Source: an optimization exercise on an open RTL-to-GDS flow (aim: small area). Production flows keep margins and buffers that such runs may drop. Function was checked by simulation only, so behaviour that the tests miss may differ from the original. No activity file was given, so power comes from the tool's default toggle rates.

$ cat design/flow/constraint.sdc
create_clock -name core_clock -period 140.0 [get_ports {clk}]
set_input_delay 28.0000 -clock core_clock [delete_from_list [all_inputs] [get_ports {clk}]]
set_output_delay 28.0000 -clock core_clock [all_outputs]
set_load 0.01 [all_outputs]
$ cat design/flow/run.sh
#!/bin/bash
# synth_recipe.tcl (not shown) runs the flow's synth.tcl, then flattens the netlist and writes it again
# the make line also repeats each setting of config.mk as NAME=value (left out here)
make -C /OpenROAD-flow-scripts/flow DESIGN_CONFIG=/design/flow/config.mk WORK_HOME=/design/flow/orfs CLKGATE_MAP_FILE= SYNTH_SCRIPT=/design/flow/synth_recipe.tcl finish
$ cat design/flow/design.v
module frequency_meter #(parameter INVERT_RST = 1, DEBOUNCE_THRESHOLD = 5000, SEGMENTOS = 7, BIT_SIZE = 20, FREQ = 1, DATA_IN_SIZE = 6)(
    input clk,                     
    input rst,                     
    input signal_in,               
    output [0:SEGMENTOS-1] un, dec, cen, un_millar, dec_millar, cen_millar  
);
    wire clean_rst;
    debouncer_one_shot #(.INVERT_LOGIC(INVERT_RST), .DEBOUNCE_THRESHOLD(DEBOUNCE_THRESHOLD)) DEB_ONE_SHOT_RST (
        .clk(clk),
        .signal(rst),
        .signal_one_shot(clean_rst)
    );
    wire edge_pulse;
    signal_processor SIGNAL_PROC (
        .clock(clk),
        .raw_signal(signal_in),
        .pos_pulse(edge_pulse)
    );
    wire [BIT_SIZE-1:0] freq_result;
    frequency_measurement FREQ_MEASURE (
        .clock(clk),
        .clear_all(clean_rst),
        .edge_detected(edge_pulse),
        .freq_value(freq_result)
    );
    bcd_decoder #(.N(BIT_SIZE)) DISPLAY(
        .switches(freq_result),
        .display_unidades(un),
        .display_decenas(dec),
        .display_centenas(cen),
        .display_unidades_millar(un_millar),
        .display_decenas_millar(dec_millar),
        .display_centenas_millar(cen_millar)
    );
endmodule
module debouncer_one_shot #(parameter INVERT_LOGIC = 0, DEBOUNCE_THRESHOLD = 5000)(
    input clk, 
	 input signal,
    output signal_one_shot
);
wire debouncer_out;
debouncer #(.INVERT_LOGIC(INVERT_LOGIC), .DEBOUNCE_THRESHOLD(DEBOUNCE_THRESHOLD)) DEBOUNCER (
    .clk(clk),
    .debouncer_in(signal),
    .debouncer_out(debouncer_out)
);
one_shot ONE_SHOT(
    .clk(clk),
    .boton_a(debouncer_out),
    .signal_with_one_shot(signal_one_shot)
);
endmodule
module debouncer #(parameter DEBOUNCE_THRESHOLD = 5000, INVERT_LOGIC = 0)(
	input clk, 					 
		  debouncer_in,			 
	output reg debouncer_out	 
);
wire [ceillog2(DEBOUNCE_THRESHOLD) - 1: 0] counter_out;  
wire counter_match;						   
wire debouncer_in_processed;
assign debouncer_in_processed = (INVERT_LOGIC) ? ~debouncer_in : debouncer_in;  
counter_debouncer #(.STABILITY_TIME(DEBOUNCE_THRESHOLD)) CONTADOR_ESTABILIDAD(
	.clock(clk),
	.tick_count(counter_out),
	.stability_flag(counter_match)
);
always @(posedge clk)
begin
	if(counter_match)
		debouncer_out <= debouncer_in_processed; 	 
	else
		debouncer_out <= debouncer_out;  
end
function integer ceillog2;
	input integer data;
	integer i, result;
	begin
		for(i = 0; 2**i < data; i = i + 1)
			result = i + 1;
		ceillog2 = result;
	end
endfunction
endmodule
module counter_debouncer #(parameter STABILITY_TIME = 5000)(
	input clock,                                           
    output reg [calculate_bits(STABILITY_TIME)-1:0] tick_count,
    output reg stability_flag                              
);
always @(posedge clock)  
begin
    if(tick_count >= STABILITY_TIME - 1)  
    begin
        tick_count <= 0;        
        stability_flag <= 1;    
    end
    else
    begin
        tick_count <= tick_count + 1;  
        stability_flag <= 0;           
    end
end
function integer calculate_bits;
	input integer data;
	integer i, result;
	begin
		for(i = 0; 2**i < data; i = i + 1)
			result = i + 1;
		calculate_bits = result;
	end
endfunction
endmodule
module one_shot(
    input clk,                    
    input boton_a,                
    output reg signal_with_one_shot    
);
reg delay_boton_a;                
reg signal_clk;                   
always @(posedge clk) begin
    delay_boton_a <= boton_a;     
    signal_clk = delay_boton_a ^ 1'b1;  
    signal_with_one_shot = signal_clk & boton_a;  
end
endmodule
module signal_processor(
    input clock,                     
    input raw_signal,                
    output pos_pulse                 
);
    reg intermediate;
    reg clean_signal;
    reg data_prev;
    always @(posedge clock) begin
        intermediate <= raw_signal;    
        clean_signal <= intermediate;  
    end
    always @(posedge clock) begin
        data_prev <= clean_signal;
    end
    assign pos_pulse = clean_signal & ~data_prev;
endmodule
module frequency_measurement(
    input clock,                      
    input clear_all,                  
    input edge_detected,              
    output reg [19:0] freq_value      
);
    reg [23:0] time_counter;          
    reg [23:0] last_edge_time;        
    reg initial_edge;                 
    reg [23:0] time_measure;          
    always @(posedge clock) begin
        if (clear_all) begin
            time_counter <= 0;
            last_edge_time <= 0;
            time_measure <= 0;
            initial_edge <= 1;        
            freq_value <= 0;          
        end else begin
            time_counter <= time_counter + 1;
            if (edge_detected) begin
                if (initial_edge) begin
                    last_edge_time <= time_counter;
                    initial_edge <= 0;
                end else begin
                    time_measure <= time_counter - last_edge_time;
                    last_edge_time <= time_counter;
                    if (time_counter != last_edge_time)  
                        freq_value <= 50000000 / (time_counter - last_edge_time);
                end
            end
        end
    end
endmodule
module bcd_decoder #(parameter N = 10, SEG = 7)(
    input [N-1:0] switches,  
    output [0:SEG -1] display_unidades,  
    output [0:SEG -1] display_decenas, 
    output [0:SEG -1] display_centenas, 
    output [0:SEG -1] display_unidades_millar,
    output [0:SEG -1] display_decenas_millar,
    output [0:SEG -1] display_centenas_millar
);
wire [3:0] unidades;
wire [3:0] decenas;
wire [3:0] centenas; 
wire [3:0] unidades_millar; 
wire [3:0] decenas_millar;
wire [3:0] centenas_millar;
bin_a_dec #(.N(N)) DUT(
    .bin(switches),
	 .cm(centenas_millar),
	 .dm(decenas_millar),
    .um(unidades_millar),
    .cen(centenas),
    .dec(decenas),
    .un(unidades)
);
decoder_7_seg DISPLAY_UM (
    .decoder_in(unidades_millar),
    .decoder_out(display_unidades_millar)
);
decoder_7_seg DISPLAY_CEN (
    .decoder_in(centenas),
    .decoder_out(display_centenas)
);
decoder_7_seg DISPLAY_DEC ( 
    .decoder_in(decenas),
    .decoder_out(display_decenas)
);
decoder_7_seg DISPLAY_UN (
    .decoder_in(unidades),
    .decoder_out(display_unidades)
);
decoder_7_seg DISPALY_DM(
	 .decoder_in(decenas_millar),
    .decoder_out(display_decenas_millar)
);
decoder_7_seg DISPALY_CM(
	 .decoder_in(centenas_millar),
    .decoder_out(display_centenas_millar)
);
endmodule
module bin_a_dec #(parameter N = 17, SEG = 7)(
    input [N-1:0] bin,
    output reg [3:0] cm, dm, um, cen, dec, un
);
    always @(*) begin
        cm = (bin / 100000) % 10;
        dm = (bin / 10000) % 10;
        um = (bin / 1000) % 10;
        cen = (bin / 100) % 10;
        dec = (bin / 10) % 10;
        un = bin % 10;
    end
endmodule
module decoder_7_seg(
    input wire [3:0] decoder_in,      
    output reg [0:6] decoder_out      
);
    always @(*) begin
        case (decoder_in)
            4'h0: decoder_out = 7'b1000000;  
            4'h1: decoder_out = 7'b1111001;  
            4'h2: decoder_out = 7'b0100100;  
            4'h3: decoder_out = 7'b0110000;  
            4'h4: decoder_out = 7'b0011001;  
            4'h5: decoder_out = 7'b0010010;  
            4'h6: decoder_out = 7'b0000010;  
            4'h7: decoder_out = 7'b1111000;  
            4'h8: decoder_out = 7'b0000000;  
            4'h9: decoder_out = 7'b0010000;  
            default: decoder_out = 7'b1111111;  
        endcase
    end
endmodule
$ cat design/flow/config.mk
export PLATFORM = sky130hd
export DESIGN_NAME = frequency_meter
export DESIGN_NICKNAME = frequency_meter
export VERILOG_FILES = /design/flow/design.v
export SDC_FILE = /design/flow/constraint.sdc
export NUM_CORES = 4
export LEC_CHECK = 0
export CAP_MARGIN = 20
export CORE_MARGIN = 2
export CORE_UTILIZATION = 40
export SLEW_MARGIN = 20
==> metrics.yaml, run 1 <==
power:
  leakage_nw: 19.56
  pg_seq_uw: 25.8
  swShare_pct: 44.81
  peakVddDrop_mv: 0.01228
  p_int_uw: 72.53
  p_per_area_mw_per_mm2: 2.868
  powerClk_uw: 26.1
  power-top-group: "combinational cells"
  comb_power_share_pct: 60.5
  powerComb_uw: 79.6
  p_total_uw: 131.5
  seq_power_share_pct: 19.6
  p_switching_uw: 58.91
  p_clk_share_pct: 19.9
sta:
  fin_skew_ns: 0.004666
  rsz0062_at_grt: "no"
  timing.fmax_mhz: 8.484
  maxSlewViolCount: 0
  relSlewSlack_pct: 27.87
  min_period_ns: 117.87
  tightestPinTransition_ns: 1.078
  min_period_over_period_pct: 84.20
  timing.setup.tns_ns: 0
  setup-violations-final: 0
  hold_viol_final: 0
synth:
  ys_ff_latch: 89
  yosysWarnings: 7
  synth-async-reset-ratio_pct: 0
  syn_inst: 6462
  synth.net_count: 7041
  avgSynthCellArea_um2: 6.761
  ys_seq_area_share_pct: 4.101
  synth_edf_count: 1
  synth-main-ff-cell: "dfxtp_1"
  netlist_area_mm2: 0.04369
  synth_cell_types: 131
critical_path:
  setup.worst_path.class: "flop to flop"
  cpPeakStageDelay_ns: 0.66
  critical_path_required_ns: 140.28
  reg2reg_from: "FREQ_MEASURE.time_counter[0]$_SDFF_PP0_"
  cp_num_buf_inv: 16
  worst-path-max-fanout: 54
  cp.depth: 658
  reg2reg_to: "FREQ_MEASURE.freq_value[0]$_SDFFE_PP0P_"
  r2r_cells: 658
  cpMostUsedCell: "a21oi_1"
  crit_start: "FREQ_MEASURE.time_counter[0]$_SDFF_PP0_"
  critPathTopFamily: "compound AO/OA/AOI/OAI gates"
  r2r_slack_ns: 22.13
  critPathLaunchType: "flop"
  cp-end-kind: "flop"
  critical_path_arrival_ns: 118.16
  crit_end: "FREQ_MEASURE.freq_value[0]$_SDFFE_PP0P_"
  worst_path_max_delay_cell: "a21oi_1"
layout:
  areaGrowthSynthToFinish_pct: 4.897
  antenna_cells: 0
  drive_above_1_share_pct: 5.878
  fill_cells: 11340
  fin_nets: 6903
routing:
  routed_wl_um: 145800
  antenna_left: 0
  wl_per_cell_um: 18.83
  dr.pass1.iters: 6
  route.detailed.drc: 0
  via_per_inst: 6.078
  drt_iter0_drc: 3807
  vias: 47060
clock_network:
  insertion_delay_ns: 0.39
  ctsResizeCount: 0
  clk_pin_slew_ns: 0.08
  clk_path_buf_depth: 2
  postCtsSetupBuffers: 0
  cts_buffers: 9
  cts_hold_buf: 0
  root_buffer: "clkbuf_16"
  cts.sink_count: 89
  cts.htree.levels: 3
  tritoncts: "yes"
floorplan:
  die-area_mm2: 0.1119
  core-area_mm2: 0.1086
  ioPinCount: 45
  initial_core_util_pct: 40.25
  die_y_um: 334.5
  rows: 121
  die-width_um: 334.5
global_route:
  grt_use_met3_pct: 2.064
  met2_usage_pct: 44.59
  grt-busiest-layer: "met2"
  overflow: 0
  met1_usage_pct: 32.09
  antenna_found_initial: 0
  grt_max_degree: 69
  grt_pass1_wl_um: 233000
  track_usage_pct: 25.09
  grt_pass1_vias: 44090
min_path:
  hold_path_depth: 0
  hp-class: "flop to flop"
  hold-path-endpoint: "SIGNAL_PROC.clean_signal$_DFF_P_"
  min_from: "SIGNAL_PROC.intermediate$_DFF_P_"
run_status:
  status: "no timing/DRC/antenna violations"
placed_design:
  port_buffers: 44
  dpl.hpwl_um: 111100
  place_congestion: 0.9371
job:
  cap_viol_max_count: 0
[state kept, by name, indices dropped and copies added, names as in the netlist, named ones only]
signal                                                      cells
FREQ_MEASURE.freq_value                                        20
DEB_ONE_SHOT_RST.DEBOUNCER.CONTADOR_ESTABILIDAD.tick_count     13
DEB_ONE_SHOT_RST.ONE_SHOT.signal_with_one_shot                  1
DEB_ONE_SHOT_RST.DEBOUNCER.debouncer_out                        1
DEB_ONE_SHOT_RST.ONE_SHOT.delay_boton_a                         1
FREQ_MEASURE.time_counter                                      24
SIGNAL_PROC.clean_signal                                        1
SIGNAL_PROC.data_prev                                           1
FREQ_MEASURE.last_edge_time                                    24
SIGNAL_PROC.intermediate                                        1
FREQ_MEASURE.initial_edge                                       1
[cell families after synthesis]
group	synth area share [%]
buffers and inverters	5.911
multiplexers	4.224
AO/OA/AOI/OAI	33.46
flip-flops	4.101
AND/OR/NAND/NOR	24.61
XOR/XNOR	10.80
adder cells (fa/ha/maj)	16.88
other	0.008583
[final cells by class]
| cell class | instances | area, µm² | area share, % |
|---|---|---|---|
| multi-input cells | 5726 | 39470 | 86.13 |
| inverters | 360 | 1351 | 2.948 |
| clock inverters | 6 | 58.81 | 0.1283 |
| repair buffers | 138 | 1146 | 2.501 |
| flip-flops and latches | 89 | 1793 | 3.912 |
| clock buffers | 10 | 239.0 | 0.5214 |
| well taps | 1414 | 1769 | 3.860 |
[layer usage]
layer / share of wire (%) / vias up / routed length (µm)
met5: 0 / - / 0
met4: 2.9 / 0 / 4232
met3: 5.2 / 256 / 7623
met2: 48 / 1400 / 69870
met1: 44 / 22050 / 64050
li1: - / 23360 / -
[cell usage in the layout (no fill, tap or decap), types with 19 or more instances in the layout]
cell             Yosys  final
a211o_1             22     22
a211oi_1            61     60
a21boi_0            19     19
a21o_1             202    202
a21oi_1            565    564
a31oi_1             84     84
and2_1              55     55
and3_1              54     54
buf_4               13     94
clkdlybuf4s50_1      0     44
dfxtp_1             88     87
ha_1               575    574
inv_1              350    349
mux2_2             102    102
mux2i_1             63     63
nand2_1            590    590
nand2b_1           137    134
nand3_1            163    163
nand4_1             90     90
nor2_1             672    671
nor2b_1             99     99
nor3_1             176    171
nor4_1              46     46
o211ai_1            56     56
o21a_1             169    169
o21ai_0            353    353
o21ai_1             28     23
o21bai_1           189    189
o221ai_1            28     28
o22ai_1             31     31
o31a_1              23     23
o31ai_1             55     54
or2_2               29     29
or3_1               58     58
xnor2_1            384    382
xor2_1             144    143
[synth_stat cells (90+ instances only)]
cell        n  share of area (%)
nor2_1    672                5.8
nand2_1   590                5.1
ha_1      575                 16
a21oi_1   565                6.5
xnor2_1   384                7.7
o21ai_0   353                4.0
inv_1     350                3.0
clkbuf_1  206                1.8
a21o_1    202                3.5
o21bai_1  189                3.2
nor3_1    176                2.0
o21a_1    169                2.9
nand3_1   163                1.9
xor2_1    144                2.9
nand2b_1  137                2.0
mux2_2    102                2.6
nor2b_1    99                1.4
nand4_1    90                1.3
[through the flow]
stage               setup slack [ns]  area, µm²  hold slack [ns]  utilization (%)  cells
floorplan                      34.05      43690           0.3096                -   6462
global placement               26.57      45520           0.3146            41.93   7727
detailed placement             23.97      45520           0.3334            41.93   7727
CTS                            23.36      45820           0.3551            42.21   7743
global route                   10.02      45830           0.3498            42.22   7743
finish                         22.13      45830           0.3468            42.22   7743
==> run 2, diff against run 1 <==
--- a/design/flow/design.v
+++ b/design/flow/design.v
@@ -3,34 +3,75 @@
     input rst,                     
     input signal_in,               
-    output [0:SEGMENTOS-1] un, dec, cen, un_millar, dec_millar, cen_millar  
-);
-    wire clean_rst;
-    debouncer_one_shot #(.INVERT_LOGIC(INVERT_RST), .DEBOUNCE_THRESHOLD(DEBOUNCE_THRESHOLD)) DEB_ONE_SHOT_RST (
-        .clk(clk),
-        .signal(rst),
-        .signal_one_shot(clean_rst)
-    );
-    wire edge_pulse;
-    signal_processor SIGNAL_PROC (
-        .clock(clk),
-        .raw_signal(signal_in),
-        .pos_pulse(edge_pulse)
-    );
-    wire [BIT_SIZE-1:0] freq_result;
-    frequency_measurement FREQ_MEASURE (
-        .clock(clk),
-        .clear_all(clean_rst),
-        .edge_detected(edge_pulse),
-        .freq_value(freq_result)
-    );
-    bcd_decoder #(.N(BIT_SIZE)) DISPLAY(
-        .switches(freq_result),
-        .display_unidades(un),
-        .display_decenas(dec),
-        .display_centenas(cen),
-        .display_unidades_millar(un_millar),
-        .display_decenas_millar(dec_millar),
-        .display_centenas_millar(cen_millar)
-    );
+    output [0:SEGMENTOS-1] un, dec, cen, un_millar, dec_millar, cen_millar
+);
+    reg        prev_rst;
+    reg        prev_sig;
+    reg        first;              
+    reg  [4:0] step;               
+    reg [21:0] period;             
+    reg [21:0] rem_n;              
+    reg [22:0] work;               
+    reg [22:0] shown;              
+    wire clear = prev_rst & ~rst;            
+    wire rise  = signal_in & ~prev_sig;      
+    wire idle  = ~|step;
+    wire last  = &step;
+    localparam [31:0] DBITS = 32'h0087afa0;
+    wire dbit = DBITS[step];
+    wire [5:0] sc;
+    wire [4:0] step_inc;
+    assign sc[0] = ~idle | rise;
+    genvar i;
+    generate for (i = 0; i < 5; i = i + 1) begin : g_step
+        assign step_inc[i] = step[i] ^ sc[i];
+        assign sc[i+1]     = step[i] & sc[i];
+    end endgenerate
+    wire [22:0] pc;
+    wire [21:0] period_inc;
+    assign pc[0] = idle;
+    generate for (i = 0; i < 22; i = i + 1) begin : g_period
+        assign period_inc[i] = period[i] ^ pc[i];
+        assign pc[i+1]       = period[i] & pc[i];
+    end endgenerate
+    wire [22:0] trial_n = {rem_n, ~dbit};
+    wire [22:0] sum;
+    wire [23:0] cy;
+    assign cy[0] = 1'b0;
+    generate for (i = 0; i < 23; i = i + 1) begin : g_sub
+        wire pb = (i < 22) ? period[i] : 1'b0;
+        assign sum[i]  = trial_n[i] ^ pb ^ cy[i];
+        assign cy[i+1] = (trial_n[i] & pb) | (trial_n[i] & cy[i]) | (pb & cy[i]);
+    end endgenerate
+    wire qbit = ~cy[23] & ~idle;
+    wire [22:0] adj;
+    assign adj[22:20] = work[22:20];
+    generate for (i = 0; i < 5; i = i + 1) begin : g_dabble
+        wire [3:0] d = work[4*i+3:4*i];
+        wire c = ~idle & (d[3] | (d[2] & (d[1] | d[0])));
+        assign adj[4*i+3] = d[3] | c;
+        assign adj[4*i+2] = d[2] ^ (c & (d[2] | d[0]));
+        assign adj[4*i+1] = d[1] ^ (c & ~d[0]);
+        assign adj[4*i]   = d[0] ^ c;
+    end endgenerate
+    always @(posedge clk) begin
+        prev_rst <= rst;
+        prev_sig <= signal_in;
+        step     <= step_inc;
+        period   <= last ? 22'd31 : period_inc;
+        rem_n    <= qbit ? sum[21:0] : trial_n[21:0];
+        work     <= {adj[21:0], qbit};
+        if (clear || (last && !first))
+            shown <= work;
+        if (clear)
+            first <= 1'b1;
+        else if (last)
+            first <= 1'b0;
+    end
+    decoder_7_seg SEG_CM (.decoder_in({1'b0, shown[22:20]}), .decoder_out(cen_millar));
+    decoder_7_seg SEG_DM (.decoder_in(shown[19:16]), .decoder_out(dec_millar));
+    decoder_7_seg SEG_UM (.decoder_in(shown[15:12]), .decoder_out(un_millar));
+    decoder_7_seg SEG_C  (.decoder_in(shown[11:8]),  .decoder_out(cen));
+    decoder_7_seg SEG_D  (.decoder_in(shown[7:4]),   .decoder_out(dec));
+    decoder_7_seg SEG_U  (.decoder_in(shown[3:0]),   .decoder_out(un));
 endmodule
 module debouncer_one_shot #(parameter INVERT_LOGIC = 0, DEBOUNCE_THRESHOLD = 5000)(
@@ -237,20 +278,15 @@
 module decoder_7_seg(
     input wire [3:0] decoder_in,      
-    output reg [0:6] decoder_out      
-);
-    always @(*) begin
-        case (decoder_in)
-            4'h0: decoder_out = 7'b1000000;  
-            4'h1: decoder_out = 7'b1111001;  
-            4'h2: decoder_out = 7'b0100100;  
-            4'h3: decoder_out = 7'b0110000;  
-            4'h4: decoder_out = 7'b0011001;  
-            4'h5: decoder_out = 7'b0010010;  
-            4'h6: decoder_out = 7'b0000010;  
-            4'h7: decoder_out = 7'b1111000;  
-            4'h8: decoder_out = 7'b0000000;  
-            4'h9: decoder_out = 7'b0010000;  
-            default: decoder_out = 7'b1111111;  
-        endcase
-    end
-endmodule
+    output wire [0:6] decoder_out     
+);
+    wire b3 = decoder_in[3], b2 = decoder_in[2], b1 = decoder_in[1], b0 = decoder_in[0];
+    wire low1 = ~b3 & ~b2 & ~b1;       
+    wire x    = b1 ^ b0;
+    assign decoder_out[0] = low1 | (b2 & b1 & b0);
+    assign decoder_out[1] = (~b2 & b1) | (b1 & b0) | (~b3 & ~b2 & b0);
+    assign decoder_out[2] = b0 | (b2 & ~b1);
+    assign decoder_out[3] = (b2 & ~x) | (low1 & b0);
+    assign decoder_out[4] = ~b2 & b1 & ~b0;
+    assign decoder_out[5] = b2 & x;
+    assign decoder_out[6] = (b2 & ~b1 & ~b0) | (low1 & b0);
+endmodule
==> design/flow/flow/run.sh (new file) <==
#!/bin/bash
# Standard layout, but the port buffers use the smallest buffer cell.
set -euo pipefail
export BUFFER_PORTS_ARGS="-buffer_cell sky130_fd_sc_hd__buf_1"
bash standard.sh > standard.log 2>&1
==> design/flow/standard.sh (new file) <==
#!/bin/bash
# synth_recipe.tcl (not shown) runs the flow's synth.tcl, then flattens the netlist and writes it again
# the make line also repeats each setting of config.mk as NAME=value (left out here)
make -C /OpenROAD-flow-scripts/flow DESIGN_CONFIG=/design/flow/config.mk WORK_HOME=/design/flow/orfs CLKGATE_MAP_FILE= SYNTH_SCRIPT=/design/flow/synth_recipe.tcl "${@:-finish}"
removed: design/flow/run.sh
==> run 2 against run 1 <==
Clock-buffer cell count unchanged. First-iteration DRC count fell by 98%. Non-clock buffer count is 93 lower. Wire length down 96%. Area after synthesis is 90% lower. Sequential power up 89%. Via count fell by 95%. Sequential share of layout area is 40 points higher. Cell count is 93% lower. Critical path type is now flop to primary output. Critical endpoint is now dec[3].
==> metrics.yaml, run 2 <==
run_status:
  status: "no timing/DRC/antenna violations"
clock_network:
  insertion_delay_ns: 0.35
  tritoncts: "yes"
  cts.sink_count: 98
  cts.htree.levels: 3
  root_buffer: "clkbuf_8"
  postCtsSetupBuffers: 0
  clk_pin_slew_ns: 0.10
  ctsResizeCount: 0
  cts_buffers: 9
  clk_path_buf_depth: 2
  cts_hold_buf: 0
floorplan:
  die_y_um: 109.2
  die-area_mm2: 0.01192
  die-width_um: 109.2
  ioPinCount: 45
  rows: 38
  initial_core_util_pct: 40.99
  core-area_mm2: 0.01079
layout:
  antenna_cells: 0
  drive_above_1_share_pct: 7.805
  fill_cells: 976
  reg_top3: "shown (23), work (23)"
  fin_nets: 467
  finalNonFillerCells: 550
  areaGrowthSynthToFinish_pct: 11.71
  final_common_cell: "dfxtp_1"
  mostFrequentLayoutCells: "dfxtp_1 (75), buf_1 (44), ha_1 (38), inv_1 (26)"
sta:
  tightestPinTransition_ns: 0.8766
  min_period_ns: 29.55
  timing.fmax_mhz: 33.85
  relSlewSlack_pct: 41.39
  fin_skew_ns: 0.01534
  timing.setup.tns_ns: 0
  min_period_over_period_pct: 21.10
  setup-violations-final: 0
  hold_viol_final: 0
  fin_hold_ws_ns: 0.3554
  rsz0062_at_grt: "no"
  maxSlewViolCount: 0
synth:
  synth_compound_area_share_pct: 7.579
  yosysWarnings: 1
  syn_inst: 361
  synth_most_common_cell: "dfxtp_1"
  netlist_area_mm2: 0.004424
  synth_cell_types: 31
  avgSynthCellArea_um2: 12.26
  synth_xor_area_share_pct: 1.782
  synth.top_cells.by_area: "dfxtp_1 (34%), edfxtp_1 (16%), ha_1 (11%), fa_1 (9.5%), mux2_1 (4.8%)"
  synth_fa_ha_area_share_pct: 20.25
  synth.net_count: 423
  synthSimpleGateAreaFrac_pct: 10.12
  synth-main-ff-cell: "dfxtp_1"
  synthMuxAreaShare_pct: 7.098
  yosys.area.top_type: "dfxtp_1"
  synth_top_family_by_area: "adder cells"
  netlist.area_leader.share_pct: 33.94
  ys_seq_area_share_pct: 49.55
  yosys-top-cells-count: "dfxtp_1 (75), ha_1 (38), inv_1 (26), and2_1 (23), edfxtp_1 (23)"
  synth_edf_count: 23
  synth-async-reset-ratio_pct: 0
  ys_ff_latch: 98
global_route:
  grt_pass1_wl_um: 10560
  antenna_found_initial: 0
  track_usage_pct: 11.13
  grt_max_degree: 25
  overflow: 0
  grt_pass1_vias: 2552
critical_path:
  crit_chain: "ha_1 -> nand2b_1 -> o31ai_1 -> buf_1"
  r2r_slack_ns: 129.55
  cp_num_buf_inv: 1
  critPathTopFamily: "flip-flops"
  setup.worst_path.class: "flop to primary output"
  critical_path_required_ns: 112.00
  worst_path_max_delay_cell: "edfxtp_1"
  reg2reg_to: "rem_n[9]$_DFF_P_"
  reg2reg_from: "step[0]$_DFF_P_"
  r2r_cells: 27
  critical_path_arrival_ns: 1.55
  worst-path-max-fanout: 6
  cpPeakStageDelay_ns: 0.47
  cp-end-kind: "primary output"
  critPathLaunchType: "flop"
placed_design:
  place_congestion: 0.7448
  placedCellCount: 533
  port_buffers: 44
  dpl.hpwl_um: 4448
power:
  p_clk_share_pct: 20.4
  swShare_pct: 32.62
  p_per_area_mw_per_mm2: 19.37
  seq_power_share_pct: 51.0
  peakVddDrop_mv: 0.006357
  p_switching_uw: 31.23
  p_total_uw: 95.73
  leakage_nw: 2.143
  comb_power_share_pct: 28.7
  p_int_uw: 64.50
min_path:
  hp-class: "flop to flop"
  hold-path-endpoint: "work[21]$_DFF_P_"
  min_from: "work[20]$_DFF_P_"
  hold_path_depth: 0
routing:
  antenna_left: 0
  via_per_inst: 4.700
  drt_iter0_drc: 70
  dr.pass1.iters: 4
  wl_per_cell_um: 11.17
  route.detailed.drc: 0
  routed_wl_um: 6145
  vias: 2585
job:
  cap_viol_max_count: 0
==> run 2: cell count changes in the layout (fill, tap and decap cells not counted), moves of 188 or more <==
cell      before  now
inv_1        349   26
nand2_1      590    2
a21oi_1      564   10
nor2_1       671    7
ha_1         574   38
o21bai_1     189    1
o21ai_0      353   18
a21o_1       202    6
xnor2_1      382    2
==> run 2: layout make-up <==
class	instances	area, µm²	area share [%]
tap	140	175.2	3.544
clock inverter	6	90.09	1.823
sequential	98	2192	44.35
multi-input combinational	225	2083	42.15
timing repair buffer	45	176.4	3.570
inverter	26	97.59	1.975
clock buffer	10	127.6	2.582
==> run 2: cell families (layout without fill, tap and decap cells) <==
| family | Yosys count | in the layout |
|---|---|---|
| AO/OA/AOI/OAI | 53 | 53 |
| multiplexers | 28 | 28 |
| AND/OR/NAND/NOR | 76 | 76 |
| buffers and inverters | 38 | 87 |
| adder cells (fa/ha/maj) | 59 | 59 |
| XOR/XNOR | 9 | 9 |
| flip-flops | 98 | 98 |
==> run 2: routing by layer <==
metal,up-vias,global-route usage (%),wire length (µm)
li1,1329,-,-
met1,1211,12.45,2846
met2,40,20.28,2986
met3,5,2.331,252
met4,0,4.882,59
met5,-,0,0
==> run 2: how the worst max path moves through the flow <==
stage                         from                  to  depth (start not counted)
2_1_floorplan                  rst  shown[0]$_DFFE_PP_                          2
3_3_place_gp   shown[12]$_DFFE_PP_        un_millar[3]                          4
3_5_place_dp   shown[16]$_DFFE_PP_       dec_millar[3]                          4
4_1_cts         shown[4]$_DFFE_PP_              dec[3]                          4
5_1_grt        shown[13]$_DFFE_PP_        un_millar[3]                          4
6_report        shown[4]$_DFFE_PP_              dec[3]                          4
==> run 2: through the flow <==
stage	cell area [µm²]	util (%)	setup slack, ns
after floorplan	4424	-	110.63
after global routing	4942	45.79	110.35
after global placement	4706	43.60	110.87
final	4942	45.79	110.45
after CTS	4923	45.62	110.43
after detailed placement	4706	43.60	110.83
==> run 2: power groups by stage <==
stage / sequential [mW] / clock (mW) / combinational [mW]
4_1_cts: 0.0489 / 0.0201 / 0.0281
3_3_place_gp: 0.0490 / 0 / 0.0264
5_1_grt: 0.0506 / 0.0211 / 0.0331
6_report: 0.0488 / 0.0195 / 0.0275
3_5_place_dp: 0.0495 / 0 / 0.0279
2_1_floorplan: 0.0469 / 0 / 0.0228
==> run 3, diff against run 2 <==
==> design/flow/run.sh (new file) <==
#!/bin/bash
# synth_recipe.tcl (not shown) runs the flow's synth.tcl, then flattens the netlist and writes it again
# the make line also repeats each setting of config.mk as NAME=value (left out here)
make -C /OpenROAD-flow-scripts/flow DESIGN_CONFIG=/design/flow/config.mk WORK_HOME=/design/flow/orfs CLKGATE_MAP_FILE= SYNTH_SCRIPT=/design/flow/synth_recipe.tcl finish
removed: design/flow/flow/run.sh
removed: design/flow/standard.sh
==> run 3 against run 2 <==
First-iteration DRC count up 23%. Worst hold slack better by 0.00053 ns. Utilization up 2.3 points. Register-to-register slack worse by 0.04 ns. Sequential share of layout area down 2.1 points. Sequential power about the same. Synthesized cell count unchanged. Clock-buffer cell count down 1. Setup slack worse by 0.39 ns. Sequential cell count unchanged. Combinational power up 11%. Via count down 0.35%. Critical endpoint unchanged.
==> metrics.yaml, run 3 <==
sta:
  min_period_over_period_pct: 21.39
  setup-violations-final: 0
  hold_viol_final: 0
  setup_slack_ns: 110.06
  relSlewSlack_pct: 51.74
  timing.setup.tns_ns: 0
  maxSlewViolCount: 0
  min_period_ns: 29.94
  rsz0062_at_grt: "no"
  tightestPinTransition_ns: 0.7212
  fin_skew_ns: 0.01393
  timing.fmax_mhz: 33.40
synth:
  synth-async-reset-ratio_pct: 0
  ys_seq_area_share_pct: 49.55
  yosysWarnings: 1
  ys_ff_latch: 98
  synth_most_common_cell: "dfxtp_1"
  synth-main-ff-cell: "dfxtp_1"
  netlist.area_leader.share_pct: 33.94
  synth.top_cells.by_area: "dfxtp_1 (34%), edfxtp_1 (16%), ha_1 (11%), fa_1 (9.5%), mux2_1 (4.8%)"
  synth_edf_count: 23
  synth.net_count: 423
  synth_cell_types: 31
  netlist_area_mm2: 0.004424
  yosys-top-cells-count: "dfxtp_1 (75), ha_1 (38), inv_1 (26), and2_1 (23), edfxtp_1 (23)"
  yosys.area.top_type: "dfxtp_1"
  avgSynthCellArea_um2: 12.26
  syn_inst: 361
floorplan:
  rows: 38
  die_y_um: 109.2
  initial_core_util_pct: 40.99
  core-area_mm2: 0.01079
  ioPinCount: 45
  die-area_mm2: 0.01192
  die-width_um: 109.2
power:
  leakage_nw: 2.247
  p_per_area_mw_per_mm2: 18.48
  peakVddDrop_mv: 0.006554
layout:
  fin_nets: 468
  mostFrequentLayoutCells: "dfxtp_1 (75), clkdlybuf4s50_1 (44), ha_1 (38), inv_1 (26)"
  antenna_cells: 0
  finalNonFillerCells: 551
  fill_cells: 995
  drive_above_1_share_pct: 8.273
  areaGrowthSynthToFinish_pct: 17.31
  reg_top3: "shown (23), work (23)"
  final_common_cell: "dfxtp_1"
routing:
  dr.pass1.iters: 4
  drt_iter0_drc: 86
  antenna_left: 0
  routed_wl_um: 6154
  route.detailed.drc: 0
  via_per_inst: 4.675
  vias: 2576
  wl_per_cell_um: 11.17
clock_network:
  cts_hold_buf: 0
  clk_pin_slew_ns: 0.10
  cts_buffers: 9
  root_buffer: "clkbuf_8"
  tritoncts: "yes"
  insertion_delay_ns: 0.36
  cts.htree.levels: 3
  cts.sink_count: 98
  ctsResizeCount: 0
  postCtsSetupBuffers: 0
  clk_path_buf_depth: 2
critical_path:
  critical_path_arrival_ns: 1.94
  cp-end-kind: "primary output"
  critPathLaunchType: "flop"
  worst-path-max-fanout: 6
  setup.worst_path.class: "flop to primary output"
  r2r_cells: 27
  r2r_slack_ns: 129.51
  reg2reg_from: "step[0]$_DFF_P_"
  crit_start: "shown[4]$_DFFE_PP_"
  critical_path_required_ns: 112.00
min_path:
  hp-class: "flop to flop"
  min_from: "work[21]$_DFF_P_"
  hold_path_depth: 0
run_status:
  status: "no timing/DRC/antenna violations"
job:
  cap_viol_max_count: 0
global_route:
  track_usage_pct: 11.10
  overflow: 0
  grt_max_degree: 25
  antenna_found_initial: 0
  grt_pass1_vias: 2475
  grt_pass1_wl_um: 10410
placed_design:
  port_buffers: 44
  place_congestion: 0.7390
  placedCellCount: 534
  dpl.hpwl_um: 4542
  pre_cts_slack_ns: 110.44
==> run 3: cell count changes in the layout (fill, tap and decap cells not counted) <==
cell / change
clkbuf_1: -1
bufinv_16: -2
inv_8: +1
clkdlybuf4s50_1: +44
buf_4: +1
buf_1: -44
inv_6: +2
==> run 3: cells by family (layout without fill, tap and decap cells) <==
group                    after synthesis  after routing  share of synthesized area (%)
AO/OA/AOI/OAI                         53             53                          7.579
multiplexers                          28             28                          7.099
flip-flops                            98             98                          49.55
adder cells (fa/ha/maj)               59             59                          20.25
AND/OR/NAND/NOR                       76             76                          10.12
buffers and inverters                 38             88                          3.620
XOR/XNOR                               9              9                          1.782
==> run 3: power by group <==
part	switching (mW)	internal, mW
clock network	0.0100	0.00678
registers	0.00862	0.0400
logic	0.0130	0.0174
total	0.0317	0.0642
==> run 3: layer usage <==
layer / GRT usage [%] / up-vias / share of wire (%)
met5: 0 / - / 0
met4: 5.154 / 0 / 1.7
met3: 1.973 / 9 / 4.1
met2: 19.17 / 45 / 49
met1: 13.43 / 1188 / 45
li1: - / 1334 / -
==> run 3: path summary, 6_finish.rpt <==
check,endpoint
worst max-delay path,dec[3]
worst min-delay path,work[22]$_DFF_P_
worst max register to register,rem_n[5]$_DFF_P_
worst min register to register,work[22]$_DFF_P_
==> run 3: cell type report <==
| type | count | area, µm² | share of cell area (%) |
|---|---|---|---|
| Inverter | 26 | 97.59 | 1.880 |
| Clock inverter | 7 | 58.81 | 1.133 |
| Timing Repair Buffer | 46 | 459.2 | 8.848 |
| Tap cell | 140 | 175.2 | 3.375 |
| Sequential cell | 98 | 2192 | 42.24 |
| Clock buffer | 9 | 123.9 | 2.387 |
| Multi-Input combinational cell | 225 | 2083 | 40.14 |
==> run 3: stage by stage <==
step                utilization, %  hold WS [ns]  power (mW)  instance area, µm²
CTS                          47.98        0.3584     0.09776                5179
detailed placement           46.29        0.3384     0.08043                4996
floorplan                        -        0.3265     0.06965                4424
global route                 48.09        0.3613      0.1047                5190
global placement             46.22        0.3353     0.07865                4989
finish                       48.09        0.3559     0.09590                5190
==> run 3: critical path: stages (launching register included) <==
cell	delay, ns
edfxtp_1	0.47
ha_1	0.33
nand2b_1	0.14
o31ai_1	0.07
clkdlybuf4s50_1	0.57
==> run 4, diff against run 3 <==
==> design/flow/flow/run.sh (new file) <==
#!/bin/bash
# Own layout flow: the standard ORFS flow (standard.sh) with three changes
# that only cut cell area:
#  - the port buffers use the smallest buffer cell (buf_1);
#  - before the post-placement repair, every logic cell is set to the
#    smallest drive strength of its kind (repair_design then fixes any slew or
#    capacitance violation this makes);
#  - clock tree synthesis adds no dummy loads.
set -euo pipefail
cd "$(dirname "$0")/.."
work=$(pwd)
export BUFFER_PORTS_ARGS="-buffer_cell sky130_fd_sc_hd__buf_1"
export PRE_RESIZE_TCL=$work/flow/downsize.tcl
export CTS_ARGS="-sink_clustering_enable -repair_clock_nets -dont_use_dummy_load"
bash standard.sh > standard.log 2>&1
==> design/flow/flow/downsize.tcl (new file) <==
# Set every logic cell to the smallest-area drive strength of its kind.
# Registers and port buffers are left as they are.
set n 0
set saved 0.0
foreach inst [get_cells *] {
  set master [get_property $inst ref_name]
  if { ![regexp {^(sky130_fd_sc_hd__[a-z0-9]+)_([0-9]+)$} $master -> base drive] } { continue }
  if { [regexp {df|dl|tap|fill|decap|conb|clk} $base] } { continue }
  set cur [get_lib_cells $master]
  set best $master
  set best_area [get_property $cur area]
  foreach lc [get_lib_cells ${base}_*] {
    set name [get_name $lc]
    if { ![regexp "^${base}_\[0-9\]+\$" $name] } { continue }
    if { [lsearch -exact $::env(DONT_USE_CELLS) $name] >= 0 } { continue }
    set a [get_property $lc area]
    if { $a < $best_area } { set best $name; set best_area $a }
  }
  if { $best ne $master } {
    set saved [expr { $saved + [get_property $cur area] - $best_area }]
    replace_cell $inst $best
    incr n
  }
}
puts "downsize: $n cells set to their smallest drive strength, [format %.1f $saved] um2 less"
==> design/flow/standard.sh (new file) <==
#!/bin/bash
# synth_recipe.tcl (not shown) runs the flow's synth.tcl, then flattens the netlist and writes it again
# the make line also repeats each setting of config.mk as NAME=value (left out here)
make -C /OpenROAD-flow-scripts/flow DESIGN_CONFIG=/design/flow/config.mk WORK_HOME=/design/flow/orfs CLKGATE_MAP_FILE= SYNTH_SCRIPT=/design/flow/synth_recipe.tcl "${@:-finish}"
removed: design/flow/run.sh
==> run 4 against run 3 <==
Clock skew up 0.0077 ns. Critical path depth unchanged. Die area unchanged. Total power down 6.8%. Utilization down 3.2 points. Cell count down 1.1%. Setup slack better by 0.39 ns. Worst hold slack worse by 0.0013 ns. Register-to-register slack worse by 0.17 ns. Cell area down 6.7%. Largest cell class unchanged.
==> metrics.yaml, run 4 <==
run_status:
  status: "no timing/DRC/antenna violations"
sta:
  tightestPinTransition_ns: 0.9473
  timing.setup.tns_ns: 0
  maxSlewViolCount: 0
  relSlewSlack_pct: 36.84
  setup-violations-final: 0
  timing.fmax_mhz: 33.84
  rsz0062_at_grt: "no"
  min_period_ns: 29.55
  fin_skew_ns: 0.02165
  setup_slack_ns: 110.45
  hold_viol_final: 0
  min_period_over_period_pct: 21.11
placed_design:
  pre_cts_slack_ns: 110.83
  port_buffers: 44
  dpl.hpwl_um: 4467
  place_congestion: 0.7448
  placedCellCount: 536
power:
  peakVddDrop_mv: 0.006203
  p_total_uw: 89.42
  p_per_area_mw_per_mm2: 18.46
  leakage_nw: 2.110
critical_path:
  critical_path_required_ns: 112.00
  critPathLaunchType: "flop"
  worst_path_max_delay_cell: "edfxtp_1"
  crit_chain: "ha_1 -> nand2b_1 -> o31ai_1 -> buf_1"
  cpPeakStageDelay_ns: 0.47
  setup.worst_path.class: "flop to primary output"
  worst-path-max-fanout: 6
  cp_num_buf_inv: 1
  cp-end-kind: "primary output"
  critPathTopFamily: "flip-flops"
  critical_path_arrival_ns: 1.55
global_route:
  grt_max_degree: 25
  grt_pass1_wl_um: 10310
  track_usage_pct: 10.88
  overflow: 0
  antenna_found_initial: 0
  grt_pass1_vias: 2508
job:
  cap_viol_max_count: 0
clock_network:
  cts.htree.levels: 3
  cts_buffers: 9
  clk_pin_slew_ns: 0.09
  insertion_delay_ns: 0.35
  cts_hold_buf: 0
  postCtsSetupBuffers: 0
  root_buffer: "clkbuf_8"
  clk_path_buf_depth: 2
  tritoncts: "yes"
  ctsResizeCount: 0
  cts.sink_count: 98
floorplan:
  rows: 38
  die_y_um: 109.2
  ioPinCount: 45
  die-area_mm2: 0.01192
  die-width_um: 109.2
  initial_core_util_pct: 40.99
  core-area_mm2: 0.01079
synth:
  synth-async-reset-ratio_pct: 0
  synthMuxAreaShare_pct: 7.098
  synth_compound_area_share_pct: 7.579
  syn_inst: 361
  yosys.area.top_type: "dfxtp_1"
  synth_fa_ha_area_share_pct: 20.25
  synth_most_common_cell: "dfxtp_1"
  synthSimpleGateAreaFrac_pct: 10.12
  synth.top_cells.by_area: "dfxtp_1 (34%), edfxtp_1 (16%), ha_1 (11%), fa_1 (9.5%), mux2_1 (4.8%)"
  avgSynthCellArea_um2: 12.26
  synth-main-ff-cell: "dfxtp_1"
  synth_cell_types: 31
  synth_edf_count: 23
  synth_top_family_by_area: "adder cells"
  synth_xor_area_share_pct: 1.782
  yosysWarnings: 1
  yosys-top-cells-count: "dfxtp_1 (75), ha_1 (38), inv_1 (26), and2_1 (23), edfxtp_1 (23)"
  netlist.area_leader.share_pct: 33.94
  synth.net_count: 423
  ys_seq_area_share_pct: 49.55
  netlist_area_mm2: 0.004424
  ys_ff_latch: 98
layout:
  finalNonFillerCells: 545
  ff_latch_area_mm2: 0.002192
  antenna_cells: 0
  drive_above_1_share_pct: 6.667
  final_common_cell: "dfxtp_1"
  areaGrowthSynthToFinish_pct: 9.474
  fill_cells: 979
  reg_top3: "shown (23), work (23)"
  fin_nets: 469
  mostFrequentLayoutCells: "dfxtp_1 (75), buf_1 (44), ha_1 (38), inv_1 (26)"
  multiInputGateArea_mm2: 0.002066
routing:
  drt_iter0_drc: 63
  routed_wl_um: 5955
  route.detailed.drc: 0
  wl_per_cell_um: 10.93
  antenna_left: 0
  vias: 2556
  via_per_inst: 4.690
  dr.pass1.iters: 6
min_path:
  hp-class: "flop to flop"
[run 4: cell counts after synthesis]
No cell type changed its count.
[run 4: power by group]
| group | leakage [nW] | switching, mW | internal (mW) |
|---|---|---|---|
| clock | 0.0647 | 0.00788 | 0.00578 |
| combinational | 1.21 | 0.0130 | 0.0143 |
| sequential | 0.840 | 0.00846 | 0.0400 |
[run 4: final timing paths]
| check | slack [ns] | startpoint | endpoint | cells past startpoint |
|---|---|---|---|---|
| worst max-delay path | 110.45 | shown[0]$_DFFE_PP_ | un[3] | 4 |
| worst min-delay path | 0.35 | work[20]$_DFF_P_ | work[21]$_DFF_P_ | 0 |
| worst max register to register | 129.34 | step[0]$_DFF_P_ | rem_n[4]$_DFF_P_ | 27 |
| worst min register to register | 0.35 | work[20]$_DFF_P_ | work[21]$_DFF_P_ | 0 |
[run 4: layout make-up]
class                           count  share of cell area [%]
Tap cell                          140                   3.617
Inverter                           26                   2.015
Sequential cell                    98                   45.26
Multi-Input combinational cell    225                   42.65
Clock buffer                        9                   2.557
Timing Repair Buffer               47                   3.901
[run 4: metrics by stage]
step           hold WS [ns]  util (%)  cell area, µm²
2_1_floorplan        0.3265         -            4424
3_3_place_gp         0.3334     43.60            4706
3_5_place_dp         0.3399     43.73            4720
4_1_cts              0.3572     44.88            4843
5_1_grt              0.3629     44.88            4843
6_report             0.3546     44.88            4843
[run 4: logic make-up after synthesis]
group | Yosys count
XOR/XNOR | 9
buffers and inverters | 38
adder cells (fa/ha/maj) | 59
AND/OR/NAND/NOR | 76
AO/OA/AOI/OAI | 53
multiplexers | 28
flip-flops | 98
[run 4: routing by layer]
metal,track usage (%),up-vias,share of wire [%]
li1,-,1332,-
met1,12.29,1175,47
met2,19.34,41,47
met3,2.391,8,4.3
met4,5.335,0,1.6
met5,0,-,0
==> run 5, diff against run 4 <==
--- a/design/flow/design.v
+++ b/design/flow/design.v
@@ -15,16 +15,11 @@
     wire clear = prev_rst & ~rst;            
     wire rise  = signal_in & ~prev_sig;      
-    wire idle  = ~|step;
-    wire last  = &step;
-    localparam [31:0] DBITS = 32'h0087afa0;
+    wire low4  = |step[3:0];
+    wire idle  = ~low4 & ~step[4];
+    wire last  = ~low4 & step[4];
+    wire [4:0] step_next = {step[3:0], ((step[4] ^ step[2]) & low4) | rise};
+    localparam [31:0] DBITS = 32'h53ce9800;
     wire dbit = DBITS[step];
-    wire [5:0] sc;
-    wire [4:0] step_inc;
-    assign sc[0] = ~idle | rise;
     genvar i;
-    generate for (i = 0; i < 5; i = i + 1) begin : g_step
-        assign step_inc[i] = step[i] ^ sc[i];
-        assign sc[i+1]     = step[i] & sc[i];
-    end endgenerate
     wire [22:0] pc;
     wire [21:0] period_inc;
@@ -57,5 +52,5 @@
         prev_rst <= rst;
         prev_sig <= signal_in;
-        step     <= step_inc;
+        step     <= step_next;
         period   <= last ? 22'd31 : period_inc;
         rem_n    <= qbit ? sum[21:0] : trial_n[21:0];
==> run 5 against run 4 <==
Via count up 0.86%. Sequential share of layout area increased by 0.41 points. Clock-buffer cell count unchanged. Clock skew grew 0.0018 ns. Cell area down 0.90%. Utilization shrank 0.79 points. Non-clock buffer count down 1. Register-to-register slack is essentially flat. Largest power group unchanged.
==> metrics.yaml, run 5 <==
run_status:
  status: "no timing/DRC/antenna violations"
synth:
  synth.net_count: 424
  syn_inst: 365
  synth.top_cells.by_area: "dfxtp_1 (33%), edfxtp_1 (15%), ha_1 (9.8%), fa_1 (9.4%), mux2_4 (6.0%)"
  ys_ff_latch: 98
  synth_most_common_cell: "dfxtp_1"
  netlist_area_mm2: 0.004489
  synth-async-reset-ratio_pct: 0
  yosysWarnings: 1
  yosys-top-cells-count: "dfxtp_1 (75), ha_1 (35), inv_1 (28), edfxtp_1 (23), fa_1 (21)"
  synth-main-ff-cell: "dfxtp_1"
  avgSynthCellArea_um2: 12.30
  synth_edf_count: 23
  netlist.area_leader.share_pct: 33.44
  ys_seq_area_share_pct: 48.83
  yosys.area.top_type: "dfxtp_1"
  synth_cell_types: 33
critical_path:
  crit_chain: "ha_1 -> nand2b_1 -> o31ai_1 -> buf_1"
  setup.worst_path.class: "flop to primary output"
  worst_path_max_delay_cell: "edfxtp_1"
  cp-end-kind: "primary output"
  cpPeakStageDelay_ns: 0.48
  critPathTopFamily: "flip-flops"
  critical_path_arrival_ns: 1.57
  critical_path_required_ns: 112.00
  r2r_cells: 30
  cp.depth: 4
  cp_num_buf_inv: 1
  critPathLaunchType: "flop"
  worst-path-max-fanout: 6
min_path:
  hp-class: "flop to flop"
  hold_path_depth: 0
layout:
  design_area_mm2: 0.004800
  antenna_cells: 0
  fill_cells: 1024
  areaGrowthSynthToFinish_pct: 6.912
  drive_above_1_share_pct: 6.880
  final_common_cell: "dfxtp_1"
  finalNonFillerCells: 547
  mostFrequentLayoutCells: "dfxtp_1 (75), buf_1 (46), ha_1 (35), inv_1 (28), edfxtp_1 (23)"
  reg_top3: "shown (23), work (23)"
  fin_nets: 468
clock_network:
  cts_buffers: 9
  postCtsSetupBuffers: 0
  insertion_delay_ns: 0.35
  root_buffer: "clkbuf_8"
  cts_hold_buf: 0
  cts.htree.levels: 3
  clk_path_buf_depth: 2
  cts.sink_count: 98
  tritoncts: "yes"
  clk_pin_slew_ns: 0.10
  ctsResizeCount: 0
global_route:
  grt_max_degree: 24
  grt_pass1_wl_um: 10920
  track_usage_pct: 11.42
  grt_pass1_vias: 2524
  overflow: 0
  antenna_found_initial: 0
power:
  swShare_pct: 32.73
  leakage_nw: 2.072
  p_per_area_mw_per_mm2: 18.41
  peakVddDrop_mv: 0.008783
  comb_power_share_pct: 29.9
  p_switching_uw: 28.92
  p_clk_share_pct: 15.6
  seq_power_share_pct: 54.5
  p_int_uw: 59.44
placed_design:
  placedCellCount: 538
  place_congestion: 0.6807
  place_area_mm2: 0.004673
  port_buffers: 44
  dpl.hpwl_um: 4424
routing:
  drt_iter0_drc: 136
  vias: 2578
  via_per_inst: 4.713
  route.detailed.drc: 0
  dr.pass1.iters: 4
  wl_per_cell_um: 11.06
  antenna_left: 0
  routed_wl_um: 6048
sta:
  min_period_over_period_pct: 21.12
  timing.fmax_mhz: 33.82
  relSlewSlack_pct: 38.87
  rsz0062_at_grt: "no"
  fin_skew_ns: 0.02342
  setup-violations-final: 0
  tightestPinTransition_ns: 0.9148
  timing.setup.tns_ns: 0
  min_period_ns: 29.57
  hold_viol_final: 0
  maxSlewViolCount: 0
floorplan:
  initial_core_util_pct: 41.23
  die_y_um: 109.9
  rows: 38
  ioPinCount: 45
  die-width_um: 109.9
  core-area_mm2: 0.01089
  die-area_mm2: 0.01209
job:
  cap_viol_max_count: 0
[run 5: cell type report]
class                   count  area [µm²]  area share [%]
inverters                  28       105.1           2.190
repair buffers             46       172.7           3.598
multi-input cells         226        2031           42.31
well taps                 140       175.2           3.650
clock buffers               9       123.9           2.581
flip-flops and latches     98        2192           45.67
[run 5: worst paths after layout]
| path | slack, ns | end | start |
|---|---|---|---|
| setup reg to reg | 129.34 | rem_n[4]$_DFF_P_ | step[0]$_DFF_P_ |
| hold reg to reg | 0.35 | work[21]$_DFF_P_ | work[20]$_DFF_P_ |
| setup / recovery | 110.43 | dec[3] | shown[4]$_DFFE_PP_ |
| hold / removal | 0.35 | work[21]$_DFF_P_ | work[20]$_DFF_P_ |
[run 5: per-stage QoR]
step	utilization, %	setup slack, ns	power [mW]	hold slack [ns]
6_report	44.08	110.43	0.08836	0.3540
5_1_grt	44.08	110.33	0.09767	0.3712
4_1_cts	44.06	110.42	0.08982	0.3568
3_5_place_dp	42.92	110.65	0.07579	0.3333
3_3_place_gp	43.84	110.72	0.07927	0.3373
2_1_floorplan	-	110.94	0.07359	0.3265
[run 5: power groups by stage]
stage / registers, mW / clock network, mW / logic (mW)
floorplan: 0.0465 / 0 / 0.0271
global placement: 0.0488 / 0 / 0.0305
detailed placement: 0.0489 / 0 / 0.0269
CTS: 0.0484 / 0.0144 / 0.0270
global route: 0.0502 / 0.0156 / 0.0319
finish: 0.0482 / 0.0138 / 0.0264
[run 5: kinds of logic after synthesis]
logic type	share of synthesized area, %
flops	48.83
simple gates	10.45
compound gates	8.055
fa+ha+maj	19.12
buf+inv	3.930
mux	8.250
xor+xnor	1.366
[run 5: worst register-to-register path, delay by kind of cell (launching register included)]
family | cells | cell delay (ns)
compound gates | 2 | 0.36
fa+ha+maj | 23 | 8.74
buf+inv | 1 | 0.07
flops | 1 | 0.39
mux | 1 | 0.44
simple gates | 3 | 0.55
[run 5: routing by layer]
metal | wire [µm] | vias to the layer above | GRT usage [%]
met5 | 0 | - | 0
met4 | 72 | 0 | 3.526
met2 | 2958 | 42 | 20.25
met3 | 253 | 8 | 3.379
met1 | 2764 | 1189 | 13.19
li1 | - | 1339 | -
==> run 6, diff against run 5 <==
--- a/design/flow/flow/run.sh
+++ b/design/flow/flow/run.sh
@@ -1,5 +1,8 @@
 #!/bin/bash
-# Own layout flow: the standard ORFS flow (standard.sh) with three changes
-# that only cut cell area:
+# Own layout flow: the standard ORFS flow (standard.sh) with changes that
+# only cut cell area:
+#  - synthesis is the standard flow's (synth_recipe.tcl) except that abc maps the logic
+#    with an area script (abc_area.script) instead of ORFS's delay script;
+#    the registers are the standard synthesis's;
 #  - the port buffers use the smallest buffer cell (buf_1);
 #  - before the post-placement repair, every logic cell is set to the
@@ -13,3 +16,5 @@
 export PRE_RESIZE_TCL=$work/flow/downsize.tcl
 export CTS_ARGS="-sink_clustering_enable -repair_clock_nets -dont_use_dummy_load"
+sed "s#SYNTH_SCRIPT=[^ ]*#SYNTH_SCRIPT=$work/flow/synth.tcl#" standard.sh > own_synth.sh
+bash own_synth.sh synth > synth.log 2>&1
 bash standard.sh > standard.log 2>&1
==> design/flow/flow/abc_area.script (new file) <==
strash
&get -n
&deepsyn -T 30
&put
dch
amap
topo
==> design/flow/flow/synth.tcl (new file) <==
# The standard flow's synthesis script (synth_recipe.tcl, beside flow/), with one change:
# abc maps the logic with the area-oriented script abc_area.script (beside
# this file) instead of ORFS's delay-oriented one. Everything else, the
# registers included, is as the standard synthesis makes it.
set own_flow_dir [file dirname [file normalize [info script]]]
proc abc {args} {
  global own_flow_dir
  set i [lsearch -exact $args -script]
  if { $i >= 0 } {
    lset args [expr { $i + 1 }] [file join $own_flow_dir abc_area.script]
  }
  yosys abc {*}$args
}
source [file join [file dirname $own_flow_dir] synth_recipe.tcl]
--- a/design/flow/config.mk
+++ b/design/flow/config.mk
@@ -8,4 +8,4 @@
 export CAP_MARGIN = 20
 export CORE_MARGIN = 2
-export CORE_UTILIZATION = 40
+export CORE_UTILIZATION = 70
 export SLEW_MARGIN = 20
==> run 6 against run 5 <==
Sequential cell count stayed put. Area after synthesis decreased by 6.7%. Critical path type unchanged. Worst hold slack about the same. Critical endpoint is now un[3]. Highest routed layer unchanged.
==> metrics.yaml, run 6 <==
global_route:
  grt_pass1_vias: 2357
  grt_use_met3_pct: 4.333
  grt_max_degree: 25
  track_usage_pct: 19.43
  met1_usage_pct: 21.61
  overflow: 0
  grt-busiest-layer: "met2"
  antenna_found_initial: 0
  grt_pass1_wl_um: 9584
  met2_usage_pct: 33.69
sta:
  timing.fmax_mhz: 33.80
  relSlewSlack_pct: 30.17
  rsz0062_at_grt: "no"
  hold_viol_final: 0
  min_period_over_period_pct: 21.13
  fin_skew_ns: 0.02846
  maxSlewViolCount: 0
  timing.setup.tns_ns: 0
  tightestPinTransition_ns: 1.047
  setup-violations-final: 0
  min_period_ns: 29.58
synth:
  syn_inst: 364
  synth.net_count: 423
  synth_most_common_cell: "dfxtp_1"
  synth.top_cells.by_area: "dfxtp_1 (36%), edfxtp_1 (16%), ha_1 (10%), fa_1 (10%), o22a_1 (4.6%)"
  synth_cell_types: 24
  yosys-top-cells-count: "dfxtp_1 (75), clkinv_1 (39), nor2_1 (39), ha_1 (35)"
  synth-async-reset-ratio_pct: 0
  avgSynthCellArea_um2: 11.51
  ys_ff_latch: 98
  synth-main-ff-cell: "dfxtp_1"
  ys_seq_area_share_pct: 52.31
  netlist.area_leader.share_pct: 35.83
  netlist_area_mm2: 0.004190
  synth_edf_count: 23
  yosysWarnings: 1
  yosys.area.top_type: "dfxtp_1"
layout:
  fin_nets: 481
  areaGrowthSynthToFinish_pct: 9.734
  final_common_cell: "dfxtp_1"
  fill_cells: 392
  multiInputGateArea_mm2: 0.001858
  antenna_cells: 0
  drive_above_1_share_pct: 2.619
  finalNonFillerCells: 495
  reg_top3: "shown (23), work (23)"
  mostFrequentLayoutCells: "dfxtp_1 (75), buf_1 (46), clkinv_1 (39), nor2_1 (39), ha_1 (35)"
  ff_latch_area_mm2: 0.002192
floorplan:
  die_y_um: 81.37
  die-area_mm2: 0.006621
  die-width_um: 81.37
  core-area_mm2: 0.005851
  ioPinCount: 45
  initial_core_util_pct: 71.62
  rows: 28
critical_path:
  worst-path-max-fanout: 7
  cp-end-kind: "primary output"
  worst_path_max_delay_cell: "edfxtp_1"
  critical_path_arrival_ns: 1.59
  cpPeakStageDelay_ns: 0.48
  reg2reg_to: "rem_n[8]$_DFF_P_"
  critical_path_required_ns: 112.00
  r2r_slack_ns: 127.71
  critPathLaunchType: "flop"
  setup.worst_path.class: "flop to primary output"
  r2r_cells: 30
  crit_chain: "ha_1 -> nor2b_1 -> nor2_1 -> buf_1"
  critPathTopFamily: "flip-flops"
  reg2reg_from: "step[1]$_DFF_P_"
  cp_num_buf_inv: 1
clock_network:
  clk_pin_slew_ns: 0.08
  root_buffer: "clkbuf_8"
  insertion_delay_ns: 0.36
  cts_buffers: 9
  tritoncts: "yes"
  cts.htree.levels: 3
  postCtsSetupBuffers: 0
  ctsResizeCount: 0
  clk_path_buf_depth: 2
  cts_hold_buf: 0
  cts.sink_count: 98
min_path:
  min_from: "work[20]$_DFF_P_"
  hold-path-endpoint: "work[21]$_DFF_P_"
  hp-class: "flop to flop"
  hold_path_depth: 0
routing:
  route.detailed.drc: 0
  vias: 2649
  dr.pass1.iters: 5
  via_per_inst: 5.352
  drt_iter0_drc: 111
  antenna_left: 0
  routed_wl_um: 5858
  wl_per_cell_um: 11.83
job:
  cap_viol_max_count: 0
power:
  swShare_pct: 32.82
  peakVddDrop_mv: 0.01467
  seq_power_share_pct: 53.6
  p_per_area_mw_per_mm2: 19.26
  comb_power_share_pct: 31.1
  p_int_uw: 59.48
  p_switching_uw: 29.06
  leakage_nw: 1.899
  p_clk_share_pct: 15.3
placed_design:
  dpl.hpwl_um: 4414
  place_congestion: 0.7515
  port_buffers: 44
  placedCellCount: 486
run_status:
  status: "no timing/DRC/antenna violations"
run 6: cell count changes after synthesis, moves of 11 or more:
cell	delta
o21ai_0	-11
nor2_1	+31
o22a_1	+20
inv_1	-28
nand2_1	+11
mux2_4	-18
nand2b_1	-12
clkinv_1	+39
run 6: how the worst max path moves through the flow:
stage               depth (start not counted)  slack (ns)                 end          startpoint
finish                                      4      110.42               un[3]  shown[0]$_DFFE_PP_
global route                                4      110.32              dec[3]  shown[4]$_DFFE_PP_
CTS                                         4      110.40               un[3]  shown[0]$_DFFE_PP_
detailed placement                          4      110.79               un[3]  shown[0]$_DFFE_PP_
global placement                            2      110.67  shown[0]$_DFFE_PP_                 rst
floorplan                                   1      110.44  shown[0]$_DFFE_PP_                 rst
run 6: metal layers:
layer,wire (µm),vias to the layer above
li1,-,1369
met1,2596,1206
met2,2863,57
met3,249,17
met4,148,0
met5,0,-
run 6: cell families (layout without fill, tap and decap cells):
kind of cell,count (synthesis),after routing,share of synthesized area (%)
buf+inv,39,95,3.494
compound gates,75,75,12.90
simple gates,96,96,10.81
flops,98,98,52.31
fa+ha+maj,56,56,20.48
run 6: per-stage QoR:
stage                     power [mW]  utilization [%]  instance area [µm²]  setup slack [ns]  hold slack (ns)
after floorplan              0.06849                -                 4190            110.44           0.3265
after global placement       0.07381            76.41                 4471            110.67           0.3347
after detailed placement     0.07614            76.48                 4474            110.79           0.3430
after CTS                    0.08966            78.59                 4598            110.40           0.3554
after global routing         0.09600            78.59                 4598            110.32           0.3617
final                        0.08854            78.59                 4598            110.42           0.3543
run 6: power by group through the flow:
stage / logic [mW] / clock network, mW / registers (mW)
2_1_floorplan: 0.0222 / 0 / 0.0463
3_3_place_gp: 0.0261 / 0 / 0.0477
3_5_place_dp: 0.0280 / 0 / 0.0481
4_1_cts: 0.0280 / 0.0140 / 0.0476
5_1_grt: 0.0319 / 0.0148 / 0.0492
6_report: 0.0275 / 0.0136 / 0.0474
run 6: final cells by class:
class	count	area share (%)
timing repair buffer	47	4.000
sequential	98	47.67
tap	75	2.041
inverter	39	3.184
clock buffer	9	2.694
multi-input combinational	227	40.41
==> run 7, diff against run 6 <==
--- a/design/flow/flow/run.sh
+++ b/design/flow/flow/run.sh
@@ -15,5 +15,5 @@
 export BUFFER_PORTS_ARGS="-buffer_cell sky130_fd_sc_hd__buf_1"
 export PRE_RESIZE_TCL=$work/flow/downsize.tcl
-export CTS_ARGS="-sink_clustering_enable -repair_clock_nets -dont_use_dummy_load"
+export CTS_ARGS="-sink_clustering_enable -repair_clock_nets -dont_use_dummy_load -buf_list sky130_fd_sc_hd__clkbuf_8 -sink_clustering_size 30 -sink_clustering_max_diameter 200"
 sed "s#SYNTH_SCRIPT=[^ ]*#SYNTH_SCRIPT=$work/flow/synth.tcl#" standard.sh > own_synth.sh
 bash own_synth.sh synth > synth.log 2>&1
==> run 7 against run 6 <==
Via count unchanged. Sequential power about the same. Wire length unchanged. Cell area unchanged. Combinational power about the same. Largest power group unchanged. Cell count unchanged. Clock-buffer cell count unchanged. Register-to-register slack about the same. Highest routed layer unchanged. Still clean on timing, DRC and antenna. Non-clock buffer count unchanged. Area after synthesis unchanged.
==> metrics.yaml, run 7 <==
run_status:
  status: "no timing/DRC/antenna violations"
synth:
  synth.top_cells.by_area: "dfxtp_1 (36%), edfxtp_1 (16%), ha_1 (10%), fa_1 (10%), o22a_1 (4.6%)"
  netlist.area_leader.share_pct: 35.83
  yosys-top-cells-count: "dfxtp_1 (75), clkinv_1 (39), nor2_1 (39), ha_1 (35)"
  ys_seq_area_share_pct: 52.31
  synth_edf_count: 23
  synth_most_common_cell: "dfxtp_1"
  synth-async-reset-ratio_pct: 0
  ys_ff_latch: 98
  avgSynthCellArea_um2: 11.51
  synth-main-ff-cell: "dfxtp_1"
  yosys.area.top_type: "dfxtp_1"
  netlist_area_mm2: 0.004190
  synth.net_count: 423
  synth_cell_types: 24
  yosysWarnings: 1
  syn_inst: 364
critical_path:
  worst-path-max-fanout: 7
  critical_path_arrival_ns: 1.59
  r2r_cells: 30
  setup.worst_path.class: "flop to primary output"
  cp-end-kind: "primary output"
  cp_num_buf_inv: 1
  critPathTopFamily: "flip-flops"
  reg2reg_from: "step[1]$_DFF_P_"
  reg2reg_to: "rem_n[8]$_DFF_P_"
  critPathLaunchType: "flop"
  crit_start: "shown[0]$_DFFE_PP_"
  cp.depth: 4
  r2r_slack_ns: 127.71
  crit_end: "un[3]"
  cpPeakStageDelay_ns: 0.48
  critical_path_required_ns: 112.00
  crit_chain: "ha_1 -> nor2b_1 -> nor2_1 -> buf_1"
  worst_path_max_delay_cell: "edfxtp_1"
sta:
  fin_skew_ns: 0.02846
  timing.setup.tns_ns: 0
  timing.fmax_mhz: 33.80
  maxSlewViolCount: 0
  rsz0062_at_grt: "no"
  min_period_ns: 29.58
  relSlewSlack_pct: 30.17
  tightestPinTransition_ns: 1.047
  min_period_over_period_pct: 21.13
  hold_viol_final: 0
  setup-violations-final: 0
global_route:
  grt_max_degree: 25
  antenna_found_initial: 0
  grt_pass1_wl_um: 9584
  track_usage_pct: 19.43
  overflow: 0
  grt_pass1_vias: 2357
layout:
  drive_above_1_share_pct: 2.619
  reg_top3: "shown (23), work (23)"
  final_common_cell: "dfxtp_1"
  areaGrowthSynthToFinish_pct: 9.734
  finalNonFillerCells: 495
  antenna_cells: 0
  fin_nets: 481
  mostFrequentLayoutCells: "dfxtp_1 (75), buf_1 (46), clkinv_1 (39), nor2_1 (39), ha_1 (35)"
clock_network:
  clk_path_buf_depth: 2
  cts_hold_buf: 0
  postCtsSetupBuffers: 0
  tritoncts: "yes"
  clk_pin_slew_ns: 0.08
  cts.htree.levels: 3
  ctsResizeCount: 0
  insertion_delay_ns: 0.36
  cts.sink_count: 98
  root_buffer: "clkbuf_8"
  cts_buffers: 9
placed_design:
  dpl.hpwl_um: 4414
  placedCellCount: 486
  port_buffers: 44
  place_congestion: 0.7515
routing:
  via_per_inst: 5.352
  dr.pass1.iters: 5
  route.detailed.drc: 0
  wl_per_cell_um: 11.83
  drt_iter0_drc: 111
  antenna_left: 0
  routed_wl_um: 5858
  vias: 2649
floorplan:
  die_y_um: 81.37
  ioPinCount: 45
  rows: 28
  die-area_mm2: 0.006621
  die-width_um: 81.37
  core-area_mm2: 0.005851
  initial_core_util_pct: 71.62
job:
  cap_viol_max_count: 0
power:
  leakage_nw: 1.899
  p_per_area_mw_per_mm2: 19.26
  peakVddDrop_mv: 0.01467
min_path:
  hp-class: "flop to flop"
run 7: cell counts after synthesis:
No cell type changed its count.
run 7: through the flow:
stage               utilization, %  area, µm²  power, mW  setup WS [ns]  hold WS (ns)
global route                 78.59       4598    0.09600         110.32        0.3617
CTS                          78.59       4598    0.08966         110.40        0.3554
global placement             76.41       4471    0.07381         110.67        0.3347
detailed placement           76.48       4474    0.07614         110.79        0.3430
floorplan                        -       4190    0.06849         110.44        0.3265
finish                       78.59       4598    0.08854         110.42        0.3543
run 7: worst min path at each step:
stage / startpoint / end / slack (ns) / cells after the start
after detailed placement: work[21]$_DFF_P_ / work[22]$_DFF_P_ / 0.34 / 0
after global placement: work[21]$_DFF_P_ / work[22]$_DFF_P_ / 0.33 / 0
after CTS: work[20]$_DFF_P_ / work[21]$_DFF_P_ / 0.36 / 0
after global routing: work[20]$_DFF_P_ / work[21]$_DFF_P_ / 0.36 / 0
after floorplan: work[20]$_DFF_P_ / work[21]$_DFF_P_ / 0.33 / 0
final: work[20]$_DFF_P_ / work[21]$_DFF_P_ / 0.35 / 0
run 7: per-layer routing:
layer	up-vias	track usage, %	routed length, µm
li1	1369	-	-
met1	1206	21.61	2596
met2	57	33.69	2863
met3	17	4.333	249
met4	0	12.03	148
met5	-	0	0
run 7: logic make-up (layout without fill, tap and decap cells):
logic type,after synthesis,count (layout),share of synthesized area [%]
DFF,98,98,52.31
and+or+nand+nor,96,96,10.81
AOI/OAI and AO/OA,75,75,12.90
adders and majority gates,56,56,20.48
buffers and inverters,39,95,3.494
run 7: cell type report:
class | instances | area (µm²)
timing repair buffer | 47 | 183.9
multi-input combinational | 227 | 1858
tap | 75 | 93.84
fill | 392 | 1252
sequential | 98 | 2192
inverter | 39 | 146.4
clock buffer | 9 | 123.9
run 7: report_power, final:
part	switching, mW	internal (mW)	total, mW
clock network	0.00782	0.00576	0.0136
registers	0.00774	0.0397	0.0474
logic	0.0135	0.0140	0.0275

Check on run 7: ideal ports give 110.415 ns setup slack; a clkbuf_16 on the clock port and buf_2 on the inputs give 110.387 ns; moving port delays by the midpoint clock arrival (0.376 ns) as well gives 110.763 ns.
